Background: an optimization exercise with open tools, aiming at small area. Do not read the settings as production practice. Function was checked by simulation only, so behaviour that the tests miss may differ from the original. No activity file was given, so power comes from the tool's default toggle rates.

==> flow/design.v <==
module sync
	(
		output h_sync, v_sync, video_on, p_tick, tick,
		output [9:0] pixel_x, pixel_y,
		input clk, reset
	);
	reg       mod2_reg;
	reg [9:0] h_reg, v_reg;
	reg       h_sync_reg, v_sync_reg;
	wire h_end = h_reg[9] & h_reg[8] & (&h_reg[4:0]);
	wire v_end = v_reg[9] & v_reg[3] & v_reg[2];
	wire [9:0] h_inc, v_inc;
	inc #(10) hi (.a(h_reg), .ci(mod2_reg), .s(h_inc));
	inc #(10) vi (.a(v_reg), .ci(1'b1), .s(v_inc));
	always @(posedge clk)
		if (reset) begin
			mod2_reg   <= 1'b0;
			h_reg      <= 10'd0;
			v_reg      <= 10'd0;
			h_sync_reg <= 1'b0;
			v_sync_reg <= 1'b0;
		end else begin
			mod2_reg <= ~mod2_reg;
			h_reg <= (mod2_reg & h_end) ? 10'd0 : h_inc;
			if (mod2_reg & h_end)
				v_reg <= v_end ? 10'd0 : v_inc;
			h_sync_reg <= (h_reg >= 10'd656) && (h_reg <= 10'd751);
			v_sync_reg <= (v_reg == 10'd513) || (v_reg == 10'd514);
		end
	assign h_sync   = h_sync_reg;
	assign v_sync   = v_sync_reg;
	assign video_on = (h_reg < 10'd640) && (v_reg < 10'd480);
	assign p_tick   = mod2_reg;
	assign tick     = (h_reg == 10'd0);
	assign pixel_x  = h_reg;
	assign pixel_y  = v_reg;
endmodule
module wall
	(
		input wire reset, clk, tick,
		input wire [9:0] pix_x, pix_y,
		input wire ledleft, ledright, fire,
		output wire border, ball, bull, bull_show,
		output wire [8:0] ux,
		output wire [7:0] uy
	);
	localparam [1:0] reset_s = 2'b00, idle = 2'b01, shoot = 2'b10;
	reg [8:0] bx_reg, ux_reg;
	reg [7:0] uy_reg;
	reg [1:0] st_reg;
	wire right = ~ledright && (bx_reg < 9'd310);
	wire left  = ~ledleft && (bx_reg != 9'd0);
	wire [8:0] bx_step;
	updn #(9) bstep (.a(bx_reg), .en(right | left), .down(~right), .s(bx_step));
	always @(posedge clk)
		if (reset)
			bx_reg <= 9'd157;
		else if (tick)
			bx_reg <= bx_step;
	wire [7:0] uy_dec;
	updn #(8) ystep (.a(uy_reg), .en(1'b1), .down(1'b1), .s(uy_dec));
	always @(posedge clk)
		if (reset) begin
			st_reg <= idle;
			ux_reg <= 9'd157;
			uy_reg <= 8'd232;
		end else begin
			case (st_reg)
				idle: begin
					ux_reg <= bx_reg;
					if (~fire) st_reg <= shoot;
				end
				shoot: begin
					if (tick) uy_reg <= uy_dec;
					if (uy_reg <= 8'd5) st_reg <= reset_s;
				end
				default: begin
					ux_reg <= bx_reg;
					uy_reg <= 8'd232;
					st_reg <= idle;
				end
			endcase
		end
	wire [8:0] q = pix_x[9:1];
	wire [8:0] j = pix_y[9:1];
	wire ballrow = (pix_y >= 10'd465) && (pix_y <= 10'd477);
	wire [8:0] xs;
	wire xc;
	rca #(9) xadd (.a(q), .b(ballrow ? ~bx_reg : ~ux_reg), .ci(ballrow ? pix_x[0] : 1'b1), .s(xs), .co(xc));
	wire [8:0] ys;
	rca #(9) yadd (.a(j), .b({1'b1, ~uy_reg}), .ci(pix_y[0]), .s(ys), .co());
	assign border = (pix_x <= 10'd2) || (pix_x >= 10'd637) || (pix_y <= 10'd2) || (pix_y >= 10'd477);
	assign ball = ballrow && xc && (xs <= 9'd4);
	assign bull = xc && (xs[8:1] == 8'd1) && (&ys[8:2]) && (ys[1:0] != 2'b00);
	assign bull_show = st_reg[1];
	assign ux = ux_reg;
	assign uy = uy_reg;
endmodule
module obs
	(
		input wire reset, clk, tick,
		input wire [9:0] pix_x, pix_y,
		input wire [8:0] ux,
		input wire [7:0] uy,
		output wire obs_any,
		output wire gamewin,
		output wire gameover
	);
	reg [14:0] t_reg;
	reg [7:0] ps;
	reg [7:0] dc;
	reg [2:0] dy;
	wire [14:0] t_next;
	inc #(15) ti (.a(t_reg), .ci(tick), .s(t_next));
	wire [10:0] off0 = t_reg[12:2];
	wire [10:0] off1 = t_reg[13:3];
	wire [10:0] off2 = t_reg[14:4];
	function crossed_f(input [10:0] off);
		crossed_f = (off >= 11'd435) && (off <= 11'd2007);
	endfunction
	function q_f(input [10:0] off);
		q_f = (off[10:9] == 2'b00) || (off >= 11'd2028);
	endfunction
	wire sel = (pix_x[9:2] == 8'd1);
	wire [9:0] y = sel ? pix_y : {1'b0, uy, 1'b0};
	wire [9:0] d0, d1, d2;
	rca #(10) s0 (.a(y), .b(~off0[9:0]), .ci(1'b1), .s(d0), .co());
	rca #(10) s1 (.a(y), .b(~off1[9:0]), .ci(1'b1), .s(d1), .co());
	rca #(10) s2 (.a(y), .b(~off2[9:0]), .ci(1'b1), .s(d2), .co());
	wire [2:0] qv = {q_f(off2), q_f(off1), q_f(off0)};
	wire [2:0] dyn = qv & {(d2 >= 10'd20) && (d2 <= 10'd40), (d1 >= 10'd20) && (d1 <= 10'd40), (d0 >= 10'd20) && (d0 <= 10'd40)};
	wire [2:0] cy  = qv & {(d2 >= 10'd21) && (d2 <= 10'd39), (d1 >= 10'd21) && (d1 <= 10'd39), (d0 >= 10'd21) && (d0 <= 10'd39)};
	wire [2:0] fx = {crossed_f(t_next[14:4]), crossed_f(t_next[13:3]), crossed_f(t_next[12:2])};
	wire [7:0] dx, cx;
	assign dx[0] = (pix_x >= 10'd20)  && (pix_x <= 10'd80);
	assign dx[1] = (pix_x >= 10'd100) && (pix_x <= 10'd160);
	assign dx[2] = (pix_x >= 10'd180) && (pix_x <= 10'd240);
	assign dx[3] = (pix_x >= 10'd260) && (pix_x <= 10'd320);
	assign dx[4] = (pix_x >= 10'd340) && (pix_x <= 10'd400);
	assign dx[5] = (pix_x >= 10'd420) && (pix_x <= 10'd460);
	assign dx[6] = (pix_x >= 10'd480) && (pix_x <= 10'd540);
	assign dx[7] = (pix_x >= 10'd560) && (pix_x <= 10'd620);
	assign cx[0] = (ux >= 9'd10)  && (ux <= 9'd39);
	assign cx[1] = (ux >= 9'd50)  && (ux <= 9'd79);
	assign cx[2] = (ux >= 9'd90)  && (ux <= 9'd119);
	assign cx[3] = (ux >= 9'd130) && (ux <= 9'd159);
	assign cx[4] = (ux >= 9'd170) && (ux <= 9'd199);
	assign cx[5] = (ux >= 9'd210) && (ux <= 9'd229);
	assign cx[6] = (ux >= 9'd240) && (ux <= 9'd269);
	assign cx[7] = (ux >= 9'd280) && (ux <= 9'd309);
	localparam [15:0] GRP = {2'd2, 2'd0, 2'd1, 2'd0, 2'd1, 2'd2, 2'd1, 2'd0};
	wire [7:0] col, drw, fxo;
	genvar i;
	generate
		for (i = 0; i < 8; i = i + 1) begin : g
			assign col[i] = cx[i] & cy[GRP[2*i +: 2]];
			assign drw[i] = dx[i] & dy[GRP[2*i +: 2]];
			assign fxo[i] = fx[GRP[2*i +: 2]];
		end
	endgenerate
	always @(posedge clk)
		if (sel)
			dy <= dyn;
	always @(posedge clk)
		if (reset) begin
			t_reg <= 15'd0;
			ps <= 8'hff;
			dc <= 8'h00;
		end else begin
			t_reg <= t_next;
			if (~sel)
				ps <= ps & ~col;
			dc <= (ps & fxo) | (~ps & dc);
		end
	assign obs_any = |(drw & ps);
	assign gamewin = ~|ps;
	assign gameover = |dc;
endmodule
module space
(
	input wire clk, reset,
	input wire led1, led2, led3,
	output wire hsync, vsync,
	output wire [2:0] rgb,
	output wire [7:0] leds
	);
	wire [9:0] pixel_x, pixel_y;
	wire pixel_tick, video_on, tick;
	wire border, ball, bull, bull_show;
	wire [8:0] ux;
	wire [7:0] uy;
	wire obs_any, gamewin, gameover;
	wire rst = ~reset;
	reg [2:0] rgb_reg;
	reg [2:0] rgb_next;
	sync vga
	(.clk(clk), .reset(rst), .h_sync(hsync), .v_sync(vsync), .video_on(video_on), .p_tick(pixel_tick), .tick(tick), .pixel_x(pixel_x), .pixel_y(pixel_y));
	wall wallins
	(.reset(rst), .clk(clk), .tick(tick), .pix_x(pixel_x), .pix_y(pixel_y), .ledleft(led2), .ledright(led1), .fire(led3),
	 .border(border), .ball(ball), .bull(bull), .bull_show(bull_show), .ux(ux), .uy(uy));
	obs obsins
	(.reset(rst), .clk(clk), .tick(tick), .pix_x(pixel_x), .pix_y(pixel_y), .ux(ux), .uy(uy),
	 .obs_any(obs_any), .gamewin(gamewin), .gameover(gameover));
	assign leds = {{4{led1}}, {4{led2}}};
	always @(*)
		if (~video_on)        rgb_next = 3'b000;
		else if (gamewin)     rgb_next = 3'b010;
		else if (gameover)    rgb_next = 3'b100;
		else if (border)      rgb_next = 3'b111;
		else if (ball)        rgb_next = 3'b110;
		else if (bull)        rgb_next = bull_show ? 3'b100 : 3'b000;
		else if (obs_any)     rgb_next = 3'b111;
		else                  rgb_next = 3'b000;
	always @(posedge clk)
		if (pixel_tick)
			rgb_reg <= rgb_next;
	assign rgb = rgb_reg;
endmodule
module rca #(parameter W = 8)
(
	input wire [W-1:0] a, b,
	input wire ci,
	output wire [W-1:0] s,
	output wire co
	);
	wire [W:0] c;
	assign c[0] = ci;
	genvar i;
	generate
		for (i = 0; i < W; i = i + 1) begin : b_
			assign s[i] = a[i] ^ b[i] ^ c[i];
			assign c[i+1] = (a[i] & b[i]) | (c[i] & (a[i] ^ b[i]));
		end
	endgenerate
	assign co = c[W];
endmodule
module inc #(parameter W = 8)
(
	input wire [W-1:0] a,
	input wire ci,
	output wire [W-1:0] s
	);
	wire [W:0] c;
	assign c[0] = ci;
	genvar i;
	generate
		for (i = 0; i < W; i = i + 1) begin : b_
			assign s[i] = a[i] ^ c[i];
			assign c[i+1] = a[i] & c[i];
		end
	endgenerate
endmodule
module updn #(parameter W = 8)
(
	input wire [W-1:0] a,
	input wire en, down,
	output wire [W-1:0] s
	);
	wire [W:0] c;
	assign c[0] = en;
	genvar i;
	generate
		for (i = 0; i < W; i = i + 1) begin : b_
			assign s[i] = a[i] ^ c[i];
			assign c[i+1] = (a[i] ^ down) & c[i];
		end
	endgenerate
endmodule
==> flow/run.sh <==
#!/bin/bash
# synth_recipe.tcl (not shown) runs the flow's synth.tcl, then flattens the netlist and writes it again
# the make line also repeats each setting of config.mk as NAME=value (left out here)
make -C /OpenROAD-flow-scripts/flow DESIGN_CONFIG=/design/flow/config.mk WORK_HOME=/design/flow/orfs CLKGATE_MAP_FILE= SYNTH_SCRIPT=/design/flow/synth_recipe.tcl finish
==> flow/config.mk <==
export PLATFORM = sky130hd
export DESIGN_NAME = space
export DESIGN_NICKNAME = space
export VERILOG_FILES = /design/flow/design.v
export SDC_FILE = /design/flow/constraint.sdc
export NUM_CORES = 4
export LEC_CHECK = 0
export CAP_MARGIN = 20
export CORE_MARGIN = 2
export CORE_UTILIZATION = 70
export SLEW_MARGIN = 20
==> flow/constraint.sdc <==
create_clock -name core_clock -period 20.0 [get_ports {clk}]
set_input_delay 4.0000 -clock core_clock [delete_from_list [all_inputs] [get_ports {clk}]]
set_output_delay 4.0000 -clock core_clock [all_outputs]
set_load 0.01 [all_outputs]
==> reports/qor.yml <==
outcome:
  status: "timing/DRC/antenna clean"
routing:
  detail_route.vias_per_cell: 6.455
  ant_nets: 0
  firstDrtPassIters: 6
  wl_um: 14760
  vias: 5190
  wl_per_cell_um: 18.36
  drtIter0Drc: 317
  route.detailed.drc: 0
setup_path:
  start_kind: "primary input"
  worstSetupPathType: "primary input to output port"
  cp.required_ns: 16.00
  cpLargestDelayFamily: "buffers and inverters"
  reg2reg_slack_ns: 12.97
  reg2reg_to: "rgb_reg[1]"
  crit_slowest_cell: "clkdlybuf4s50_1"
  path_cells: "clkdlybuf4s50_1 > clkdlybuf4s50_1"
  critical_path_buf_inv_count: 2
  end_kind: "output port"
  worst_r2r_startpoint: "vga.v_reg[3]"
  crit_top_cell: "clkdlybuf4s50_1"
  rr_worst_depth: 23
  cpPeakStageDelay_ns: 0.61
  crit_arrival_ns: 5.21
  cp_max_fo: 9
cells_and_area:
  finalCoreUtilization_pct: 76.64
  largest_register_ffs: 15
  final_cell_mix: "dfxtp_1, inv_1, nand2_1"
  drive_gt1_share_pct: 4.598
  fin_nets: 784
  diodes: 0
  fin_area_um2: 6749
  area_growth_pct: 5.003
  mostFrequentLayoutCell: "dfxtp_1"
clocking:
  clock_sinks: 88
  cts_hold_buf: 0
  post_cts_resized: 0
  numCtsBuffers: 9
  cts_tree: "yes"
  cts_root_buf: "clkbuf_8"
  htreeDepth: 3
  cts.path.max_buffers: 2
  post_cts_buffers: 0
  insertion_delay_ns: 0.37
  cts.clk_slew.worst_paths_ns: 0.10
sta:
  maxClockFrequency_mhz: 108.6
  final-hold-violation-count: 0
  slew_headroom_pct: 24.52
  max_slew.worst_pin.slew_ns: 1.130
  rsz0062_at_grt: "false"
  min_period_ns: 9.207
  finalSetupTns_ns: 0
  fin_crit_sh_pct: 46.03
  drv_slew: 0
  skew_ns: 0.01587
  setup-violations-final: 0
hold_path:
  hold_path_end: "wallins.ux_reg[0]"
  holdPathStages: 2
  min_from: "wallins.ux_reg[0]"
  worstHoldPathType: "flop to flop"
logic_synthesis:
  synth_flop_cell: "dfxtp_1"
  ys_top_cells_by_area: "dfxtp_1, fa_1, ha_1"
  synth_edf_count: 6
  synth_area_leader_cell: "dfxtp_1"
  synth_top_area_share_pct: 25.54
  syn_inst: 704
  postSynthAreaPerCell_um2: 9.130
  ys_types: 72
  syn_area_um2: 6427
  synth-async-reset-ratio_pct: 0
  ys_warn_count: 4
  yosysSeqAreaShare_pct: 28.34
  synth_seq_cells: 88
  syn-num-nets: 797
global_route:
  antenna_found_initial: 0
  grt_first_pass_wirelength_um: 24830
  grt_max_degree: 79
  grt_usage_pct: 31.58
  grt_pass1_vias: 5246
  grt_overflow: 0
power_and_ir_drop:
  ir_worst_vdd_v: 0.00006270
  p_per_area_nw_per_um2: 59.99
  power_w: 0.0004049
  leakage_nw: 2.817
placement:
  dpl_cell_area_um2: 6533
  io_buffer_count: 17
  dp_hpwl_um: 11150
  gp_congestion: 0.9384
die:
  dieArea_um2: 9964
  fp.coreArea_um2: 8806
  pin_count: 18
  start_util_pct: 72.99
  die_x_um: 99.82
  row_count: 34
  die_y_um: 99.82
run:
  drv_cap: 0
[synthesized netlist by cell type (all sizes together) (18+ instances only)]
| cell | instances |
|---|---|
| ha | 47 |
| dfxtp | 82 |
| mux2i | 28 |
| o21ai | 18 |
| nor2b | 30 |
| a21oi | 29 |
| and2 | 23 |
| inv | 54 |
| clkbuf | 26 |
| nand2 | 50 |
| nor2 | 33 |
| nor3 | 21 |
| fa | 41 |
[area by class of cell]
type	instances	area [um^2]
inverter	55	206.4
multi-input combinational	519	4197
sequential	88	1822
tap	108	135.1
fill	649	2057
clock buffer	9	123.9
timing repair buffer	18	172.7
clock inverter	7	92.59
[kinds of logic after synthesis]
| family | Yosys count | synth area share, % |
|---|---|---|
| simple gates | 242 | 20.54 |
| compound gates | 140 | 15.53 |
| buf+inv | 97 | 6.365 |
| fa+ha+maj | 88 | 21.92 |
| flops | 88 | 28.34 |
| mux | 30 | 4.711 |
| xor+xnor | 19 | 2.589 |
[worst max path at each step]
stage | start | to | slack [ns] | cells past startpoint
floorplan | led2 | leds[0] | 11.88 | 1
global placement | led1 | leds[4] | 10.82 | 2
detailed placement | led1 | leds[7] | 10.79 | 2
CTS | led1 | leds[7] | 10.78 | 2
global route | led1 | leds[4] | 10.75 | 2
finish | led1 | leds[7] | 10.79 | 2
[per-stage QoR]
stage | std cells | hold WS [ns] | setup WS (ns)
final | 804 | 0.4951 | 10.79
after detailed placement | 788 | 0.4741 | 10.79
after CTS | 804 | 0.4981 | 10.78
after floorplan | 704 | 0.4446 | 11.88
after global routing | 804 | 0.5309 | 10.75
after global placement | 788 | 0.4641 | 10.82
[where the power goes]
group	leakage (nW)	internal [W]	switching, W
Combinational	1.99	0.0000304	0.0000420
Sequential	0.713	0.000184	0.0000116
Clock	0.110	0.0000619	0.0000747
Total	2.82	0.000277	0.000128
[per-layer routing]
metal	up-vias	routed length (um)	global-route usage (%)
li1	2484	-	-
met2	185	6936	52.60
met4	0	339	11.59
met5	-	0	0
met1	2492	6530	41.90
met3	29	957	5.084
[worst min-delay path, cell delays in order (launching register included)]
cell and delay [ns]:
dfxtp_1 0.34, mux2i_1 0.07, nand2_1 0.06

port drivers added, routing unchanged:
The flow's constraints put no driver on any port. The routed layout listed below was extracted and timed again, unchanged, in two steps.
Step 1, drivers: a clkbuf_16 drives clk and a buf_2 each remaining input, both assumed.
Step 2 moves the port delays by t, midway between the first and last clock arrival at a register: inputs arrive t later, outputs are due t later. That takes back most of the time a late clock gives input paths.
a / b / c = no drivers / after step 1 / after step 2; a / b = the first two.
t, ns: 0.397
setup WS [ns]: 10.793 / 10.768 / 10.768
worst setup path at the end: input to output
worst data-port slew with drivers (ns): 0.03
pins driven straight from the clock port: 1
After both steps this run still meets setup and hold. The setup slack of this run moves by -0.025 ns with the drivers and by -0.025 ns with both steps.
